From an optimization exercise on the open Yosys and OpenROAD flow, aimed at small area; shortcuts taken in it are not production practice.
Where RTL was checked, it was by simulation tests only, not by an equivalence proof against the original.

==> v10 <==
// cordic_pipeline
module cordic_pipeline(
    input  wire         clk,
    input  wire         rst,
    input  wire         valid_in,
    input  wire  signed [15:0] x_in,
    input  wire  signed [15:0] y_in,
    output reg   signed [15:0] magnitude,
    output reg          valid
);
clock: 5.0 ns
lec_check: 0
abc_area: 1
cap_margin: 20
core_margin: 2
core_utilization: 60
cts_buf_list: sky130_fd_sc_hd__clkbuf_8
cts_cluster_diameter: 60
cts_cluster_size: 20
place_density: 0.7
slew_margin: 20
synth_hierarchical: 1
synth_minimum_keep_size: 0
standard.sh (not shown) runs the stock make flow with config.mk's settings and CLKGATE_MAP_FILE= SYNTH_SCRIPT=/design/flow/synth_recipe.tcl, a recipe that flattens the netlist after the stock synthesis.
==> flow/flow/run.sh <==
#!/bin/bash
set -euo pipefail
CTS="-sink_clustering_enable -repair_clock_nets -dont_use_dummy_load"
CTS="$CTS -buf_list sky130_fd_sc_hd__clkbuf_8 -sink_clustering_size 20 -sink_clustering_max_diameter 60"
bash standard.sh "CTS_ARGS=$CTS" "BUFFER_PORTS_ARGS=-buffer_cell sky130_fd_sc_hd__buf_1" RECOVER_POWER=100 finish > flow_make.log 2>&1
==> v25 (differences from v10) <==
--- a/flow/design.v
+++ b/flow/design.v
@@ -1464,52 +1464,64 @@
     wire ad27P5 = ad27p[9] & ad27p[8];
     wire ad27G6 = ad27g[11] | (ad27p[11] & ad27g[10]);
     wire ad27P6 = ad27p[11] & ad27p[10];
     wire ad27G7 = ad27g[13] | (ad27p[13] & ad27g[12]);
     wire ad27P7 = ad27p[13] & ad27p[12];
     wire ad27G8 = ad27g[15] | (ad27p[15] & ad27g[14]);
     wire ad27P8 = ad27p[15] & ad27p[14];
-    wire ad27G9 = ad27G2 | (ad27P2 & ad27G1);
-    wire ad27G10 = ad27G4 | (ad27P4 & ad27G3);
-    wire ad27P10 = ad27P4 & ad27P3;
-    wire ad27G11 = ad27G6 | (ad27P6 & ad27G5);
-    wire ad27P11 = ad27P6 & ad27P5;
-    wire ad27G12 = ad27G8 | (ad27P8 & ad27G7);
-    wire ad27P12 = ad27P8 & ad27P7;
-    wire ad27G13 = ad27G10 | (ad27P10 & ad27G9);
-    wire ad27G14 = ad27G12 | (ad27P12 & ad27G11);
-    wire ad27P14 = ad27P12 & ad27P11;
-    wire ad27G15 = ad27G14 | (ad27P14 & ad27G13);
-    wire ad27G16 = ad27G11 | (ad27P11 & ad27G13);
-    wire ad27G17 = ad27G3 | (ad27P3 & ad27G9);
-    wire ad27G18 = ad27G5 | (ad27P5 & ad27G13);
-    wire ad27G19 = ad27G7 | (ad27P7 & ad27G16);
-    wire ad27G20 = ad27g[2] | (ad27p[2] & ad27G1);
-    wire ad27G21 = ad27g[4] | (ad27p[4] & ad27G9);
-    wire ad27G22 = ad27g[6] | (ad27p[6] & ad27G17);
-    wire ad27G23 = ad27g[8] | (ad27p[8] & ad27G13);
-    wire ad27G24 = ad27g[10] | (ad27p[10] & ad27G18);
-    wire ad27G25 = ad27g[12] | (ad27p[12] & ad27G16);
-    wire ad27G26 = ad27g[14] | (ad27p[14] & ad27G19);
+    wire ad27G9 = ad27g[2] | (ad27p[2] & ad27G1);
+    wire ad27G10 = ad27G2 | (ad27P2 & ad27G1);
+    wire ad27G11 = ad27g[6] | (ad27p[6] & ad27G3);
+    wire ad27P11 = ad27p[6] & ad27P3;
+    wire ad27G12 = ad27G4 | (ad27P4 & ad27G3);
+    wire ad27P12 = ad27P4 & ad27P3;
+    wire ad27G13 = ad27g[10] | (ad27p[10] & ad27G5);
+    wire ad27P13 = ad27p[10] & ad27P5;
+    wire ad27G14 = ad27G6 | (ad27P6 & ad27G5);
+    wire ad27P14 = ad27P6 & ad27P5;
+    wire ad27G15 = ad27g[14] | (ad27p[14] & ad27G7);
+    wire ad27P15 = ad27p[14] & ad27P7;
+    wire ad27G16 = ad27G8 | (ad27P8 & ad27G7);
+    wire ad27P16 = ad27P8 & ad27P7;
+    wire ad27G17 = ad27g[4] | (ad27p[4] & ad27G10);
+    wire ad27G18 = ad27G3 | (ad27P3 & ad27G10);
+    wire ad27G19 = ad27G11 | (ad27P11 & ad27G10);
+    wire ad27G20 = ad27G12 | (ad27P12 & ad27G10);
+    wire ad27G21 = ad27g[12] | (ad27p[12] & ad27G14);
+    wire ad27P21 = ad27p[12] & ad27P14;
+    wire ad27G22 = ad27G7 | (ad27P7 & ad27G14);
+    wire ad27P22 = ad27P7 & ad27P14;
+    wire ad27G23 = ad27G15 | (ad27P15 & ad27G14);
+    wire ad27P23 = ad27P15 & ad27P14;
+    wire ad27G24 = ad27G16 | (ad27P16 & ad27G14);
+    wire ad27P24 = ad27P16 & ad27P14;
+    wire ad27G25 = ad27g[8] | (ad27p[8] & ad27G20);
+    wire ad27G26 = ad27G5 | (ad27P5 & ad27G20);
+    wire ad27G27 = ad27G13 | (ad27P13 & ad27G20);
+    wire ad27G28 = ad27G14 | (ad27P14 & ad27G20);
+    wire ad27G29 = ad27G21 | (ad27P21 & ad27G20);
+    wire ad27G30 = ad27G22 | (ad27P22 & ad27G20);
+    wire ad27G31 = ad27G23 | (ad27P23 & ad27G20);
+    wire ad27G32 = ad27G24 | (ad27P24 & ad27G20);
     assign ad27c[1] = (ad27g[0] | (ad27p[0] & ad27c[0]));
     assign ad27c[2] = ad27G1;
-    assign ad27c[3] = ad27G20;
-    assign ad27c[4] = ad27G9;
-    assign ad27c[5] = ad27G21;
-    assign ad27c[6] = ad27G17;
-    assign ad27c[7] = ad27G22;
-    assign ad27c[8] = ad27G13;
-    assign ad27c[9] = ad27G23;
-    assign ad27c[10] = ad27G18;
-    assign ad27c[11] = ad27G24;
-    assign ad27c[12] = ad27G16;
-    assign ad27c[13] = ad27G25;
-    assign ad27c[14] = ad27G19;
-    assign ad27c[15] = ad27G26;
-    assign ad27c[16] = ad27G15;
+    assign ad27c[3] = ad27G9;
+    assign ad27c[4] = ad27G10;
+    assign ad27c[5] = ad27G17;
+    assign ad27c[6] = ad27G18;
+    assign ad27c[7] = ad27G19;
+    assign ad27c[8] = ad27G20;
+    assign ad27c[9] = ad27G25;
+    assign ad27c[10] = ad27G26;
+    assign ad27c[11] = ad27G27;
+    assign ad27c[12] = ad27G28;
+    assign ad27c[13] = ad27G29;
+    assign ad27c[14] = ad27G30;
+    assign ad27c[15] = ad27G31;
+    assign ad27c[16] = ad27G32;
     wire [15:0] ad27 = ad27p ^ ad27c[15:0];
     wire [15:0] w14 = ad27;
     wire u14b = w14[14] ^ ~w14[15];
     wire s14 = w14[15] ^ ~rs12;
     wire e15 = (x14[0] & ~u14b) | (x14[0] & s14) | (~u14b & s14);
     wire [14:0] ones15;   
     assign ones15[0] = 1'b1;
@@ -1517,21 +1529,19 @@
     generate for (gj = 1; gj < 15; gj = gj + 1) begin : g_ones
         assign ones15[gj] = &x14[gj:1];
     end endgenerate
     wire [14:0] xn15h = x14[15:1] ^ ({15{e15}} & ones15);
     wire [15:0] xn15 = {xn15h, 1'b0};
     reg [12:0] vp;
     always @(posedge clk) begin
-        magnitude <= {xn15[15], xn15[15:1]};
-        if (rst) begin
-            vp <= 13'd0;
-            valid <= 1'b0;
-        end else begin
-            vp <= {vp[11:0], valid_in};
-            valid <= vp[12];
-        end
+        if (rst) vp <= 13'd0;
+        else     vp <= {vp[11:0], valid_in};
+    end
+    always @(*) begin
+        magnitude = {xn15[15], xn15[15:1]};
+        valid = vp[12];
     end
 endmodule
 module cordic_fa(input wire a, input wire b, input wire c, output wire s, output wire co);
     assign s  = a ^ b ^ c;
     assign co = (a & b) | (c & (a ^ b));
 endmodule
==> v14 (differences from v10) <==
--- a/flow/design.v
+++ b/flow/design.v
@@ -1517,21 +1517,19 @@
     generate for (gj = 1; gj < 15; gj = gj + 1) begin : g_ones
         assign ones15[gj] = &x14[gj:1];
     end endgenerate
     wire [14:0] xn15h = x14[15:1] ^ ({15{e15}} & ones15);
     wire [15:0] xn15 = {xn15h, 1'b0};
     reg [12:0] vp;
     always @(posedge clk) begin
-        magnitude <= {xn15[15], xn15[15:1]};
-        if (rst) begin
-            vp <= 13'd0;
-            valid <= 1'b0;
-        end else begin
-            vp <= {vp[11:0], valid_in};
-            valid <= vp[12];
-        end
+        if (rst) vp <= 13'd0;
+        else     vp <= {vp[11:0], valid_in};
+    end
+    always @(*) begin
+        magnitude = {xn15[15], xn15[15:1]};
+        valid = vp[12];
     end
 endmodule
 module cordic_fa(input wire a, input wire b, input wire c, output wire s, output wire co);
     assign s  = a ^ b ^ c;
     assign co = (a & b) | (c & (a ^ b));
 endmodule
==> flow/flow/run.sh (replaced) <==
#!/bin/bash
set -euo pipefail
CTS="-sink_clustering_enable -repair_clock_nets -dont_use_dummy_load"
CTS="$CTS -buf_list sky130_fd_sc_hd__clkbuf_4 -sink_clustering_size 12 -sink_clustering_max_diameter 45"
bash standard.sh "CTS_ARGS=$CTS" "BUFFER_PORTS_ARGS=-buffer_cell sky130_fd_sc_hd__buf_1" RECOVER_POWER=100 finish > flow_make.log 2>&1
==> v20 (differences from v10) <==
--- a/flow/design.v
+++ b/flow/design.v
@@ -1517,21 +1517,19 @@
     generate for (gj = 1; gj < 15; gj = gj + 1) begin : g_ones
         assign ones15[gj] = &x14[gj:1];
     end endgenerate
     wire [14:0] xn15h = x14[15:1] ^ ({15{e15}} & ones15);
     wire [15:0] xn15 = {xn15h, 1'b0};
     reg [12:0] vp;
     always @(posedge clk) begin
-        magnitude <= {xn15[15], xn15[15:1]};
-        if (rst) begin
-            vp <= 13'd0;
-            valid <= 1'b0;
-        end else begin
-            vp <= {vp[11:0], valid_in};
-            valid <= vp[12];
-        end
+        if (rst) vp <= 13'd0;
+        else     vp <= {vp[11:0], valid_in};
+    end
+    always @(*) begin
+        magnitude = {xn15[15], xn15[15:1]};
+        valid = vp[12];
     end
 endmodule
 module cordic_fa(input wire a, input wire b, input wire c, output wire s, output wire co);
     assign s  = a ^ b ^ c;
     assign co = (a & b) | (c & (a ^ b));
 endmodule
==> flow/flow/run.sh (replaced) <==
#!/bin/bash
set -euo pipefail
CTS="-sink_clustering_enable -repair_clock_nets -dont_use_dummy_load"
CTS="$CTS -buf_list sky130_fd_sc_hd__clkbuf_4 -sink_clustering_size 10 -sink_clustering_max_diameter 40"
bash standard.sh "CTS_ARGS=$CTS" "BUFFER_PORTS_ARGS=-buffer_cell sky130_fd_sc_hd__buf_1" RECOVER_POWER=100 finish > flow_make.log 2>&1
==> notes.md <==
- In v20 the non-clock buffer count is lower than in v25, by 85.
- Utilization: v14 < v20 < v10 < v25.
- The lowest fmax belongs to v25, the highest to v20.
- The highest register-to-register slack belongs to v20, the lowest to v25.
- Of v14 and v10, v10 has the higher first-iteration DRC count (gap 23%, measured against v10).
- Worst hold slack, highest first: v10, v20, v25, v14.
==> figures <==
|  | v20 | v10 | v25 | v14 |
|---|---|---|---|---|
| Count of fill cells added during filler insertion | 2985 | 2944 | 2827 | 2997 |
| Post-route cell area | 0.0232 mm^2 | 0.0236 mm^2 | 0.0253 mm^2 | 0.0231 mm^2 |
| Run status | finished clean | finished clean | finished clean | finished clean |
| Seq Cell Count | 429 | 445 | 429 | 429 |
| Post-CTS setup buffers | 0 | 0 | 20 | 0 |
| FF/Latch Area | 0.00859 mm^2 | 0.00891 mm^2 | 0.00859 mm^2 | 0.00859 mm^2 |
| Proportion of cell area occupied by registers | 0.370 | 0.378 | 0.340 | 0.371 |
| Inverter count of the layout excluding clock inverters | 249 | 252 | 286 | 249 |
| Via density | 4.99 | 5.00 | 4.66 | 4.98 |
| Initial core utilization | 0.606 | 0.613 | 0.610 | 0.606 |
| Multi-input logic portion of the cell area | 0.537 | 0.529 | 0.526 | 0.538 |
| Tightest Pin Transition | 0.785 ns | 0.955 ns | 1.14 ns | 0.785 ns |
| Achievable Freq | 211 MHz | 210 MHz | 206 MHz | 209 MHz |
| Worst stage delay on the critical path | 0.45 ns | 0.44 ns | 0.42 ns | 0.45 ns |
| Standard cell core area | 0.0365 mm^2 | 0.0368 mm^2 | 0.0378 mm^2 | 0.0365 mm^2 |
The RTL of v25 was laid out without a check of its function.

---

==> job 1759 <==
Another version of the RTL of cordic_pipeline (not shown whole).
Settings: LEC_CHECK=0, CAP_MARGIN=20, CORE_MARGIN=2, CORE_UTILIZATION=40, CTS_BUF_LIST=sky130_fd_sc_hd__clkbuf_4, PLACE_DENSITY=0.6, SLEW_MARGIN=20; clock period 5.0 ns.
run.sh (not shown) runs the stock make flow with config.mk's settings and CLKGATE_MAP_FILE= SYNTH_SCRIPT=/design/flow/synth_recipe.tcl, a recipe that flattens the netlist after the stock synthesis.
Stock flow here: none of the scripts above is used.
==> job 5319 (differences from job 1759) <==
CTS_BUF_LIST = not set   (was sky130_fd_sc_hd__clkbuf_4)
==> notes.md <==
item	job 1759	job 5319
Result of the run	timing/DRC/antenna clean	timing/DRC/antenna clean
Non-Clock Buffer Count	87	89
CTS buffer count	116	48
Worst EP arrival	5.59 ns	5.31 ns
Nets	2802	2736
FMAX	207.4 MHz	208.5 MHz
Number of search-and-repair iterations in the first detailed-routing pass	4	5
Tightest hold margin	0.4289 ns	0.4275 ns
Layout clock buffers	160	66
GR Util met3	3.297%	2.273%
GR Util met1	14.82%	15.19%
Clock slew at reported path FFs	0.07 ns	0.06 ns
Post-route clock period utilization	96.45%	95.92%
Area Overhead vs Synth	13.58%	14.58%
Setup slack of the most critical reg-to-reg path	0.18 ns	0.20 ns
Detail Route met2 WL	20.33 mm	20.30 mm
Clock buffers and inverters, area share	5.407%	6.130%
Layout cell share with drive strength beyond 1	10.39%	6.911%
Fillers	5536	5415
No functional check of the RTL was part of any run of this note.

---

==> 06-22: inputs <==
cordic_pipeline, a different RTL version from the one above (not shown whole).
Settings: LEC_CHECK=0, CAP_MARGIN=20, CORE_MARGIN=2, CORE_UTILIZATION=60, CTS_BUF_LIST=sky130_fd_sc_hd__clkbuf_8, CTS_CLUSTER_DIAMETER=60, CTS_CLUSTER_SIZE=20, PLACE_DENSITY=0.7, SLEW_MARGIN=20, SYNTH_HIERARCHICAL=1, SYNTH_MINIMUM_KEEP_SIZE=0; clock period 5.0 ns.
standard.sh (not shown) runs the stock make flow with config.mk's settings and CLKGATE_MAP_FILE= SYNTH_SCRIPT=/design/flow/synth_recipe.tcl, a recipe that flattens the netlist after the stock synthesis.
==> flow/flow/run.sh <==
#!/bin/bash
set -euo pipefail
CTS="-sink_clustering_enable -repair_clock_nets -dont_use_dummy_load"
CTS="$CTS -buf_list sky130_fd_sc_hd__clkbuf_16 -sink_clustering_size 28 -sink_clustering_max_diameter 70"
bash standard.sh "CTS_ARGS=$CTS" "BUFFER_PORTS_ARGS=-buffer_cell sky130_fd_sc_hd__buf_1" finish > flow_make.log 2>&1
==> 11-02: changes against 06-22 <==
==> flow/flow/run.sh (replaced) <==
#!/bin/bash
set -euo pipefail
CTS="-sink_clustering_enable -repair_clock_nets -dont_use_dummy_load"
CTS="$CTS -buf_list sky130_fd_sc_hd__clkbuf_8 -sink_clustering_size 20 -sink_clustering_max_diameter 60"
bash standard.sh "CTS_ARGS=$CTS" finish > flow_make.log 2>&1
==> comparison <==
Between 06-22 and 11-02, the lower register-to-register slack is in 06-22 (gap 0.03 ns).
Between 11-02 and 06-22, the lower via count is in 11-02 (gap 1.7%, measured against 06-22).
Between 06-22 and 11-02, the lower utilization is in 06-22 (gap 0.28 points).
Between 06-22 and 11-02, the lower cell count is in 06-22 (gap about 0.33%, measured against 11-02).

## re-timing with driven ports
The results above use ideal ports. As a check the final layouts listed here were re-extracted and re-timed, cells and wires unchanged.
Step 1, drivers: a clkbuf_16 drives clk and a buf_2 each remaining input, both assumed.
Step 2 also shifts input and output timing later by t, the mid clock arrival at the registers, as if the neighbouring blocks saw the same clock.
Three values: ideal, step 1, step 2; two values: the first two.
run	shift t [ns]	slack for setup (ns)	hold WS [ns]	worst setup path at the end	clock arrival spread, ns
v10	0.582	0.237 / 0.237 / 0.086	0.405 / 0.405 / 0.405	input to register	0.061 / 0.061
v25	0.585	0.140 / 0.140 / -0.130	0.388 / 0.388 / 0.388	input to register	0.072 / 0.072
v14	0.724	0.222 / 0.222 / 0.134	0.377 / 0.377 / 0.377	input to register	0.081 / 0.081
v20	0.785	0.265 / 0.249 / 0.094	0.404 / 0.387 / 0.404	input to register	0.062 / 0.061
job 1759	0.869	0.177 / 0.177 / 0.057	0.429 / 0.429 / 0.429	input to register	0.065 / 0.065
job 5319	0.641	0.204 / 0.204 / 0.084	0.427 / 0.427 / 0.427	input to register	0.021 / 0.022
06-22	0.615	0.061 / 0.008 / 0.153	0.434 / 0.434 / 0.434	register to register	0.069 / 0.069
11-02	0.583	0.081 / 0.031 / -0.086	0.401 / 0.401 / 0.401	input to register	0.067 / 0.067
With both steps, setup timing fails in v25 and 11-02, where it was met with ideal ports. For v25, which loses most, drivers alone change the setup slack by 0.000 ns; drivers and shift together by -0.270 ns.
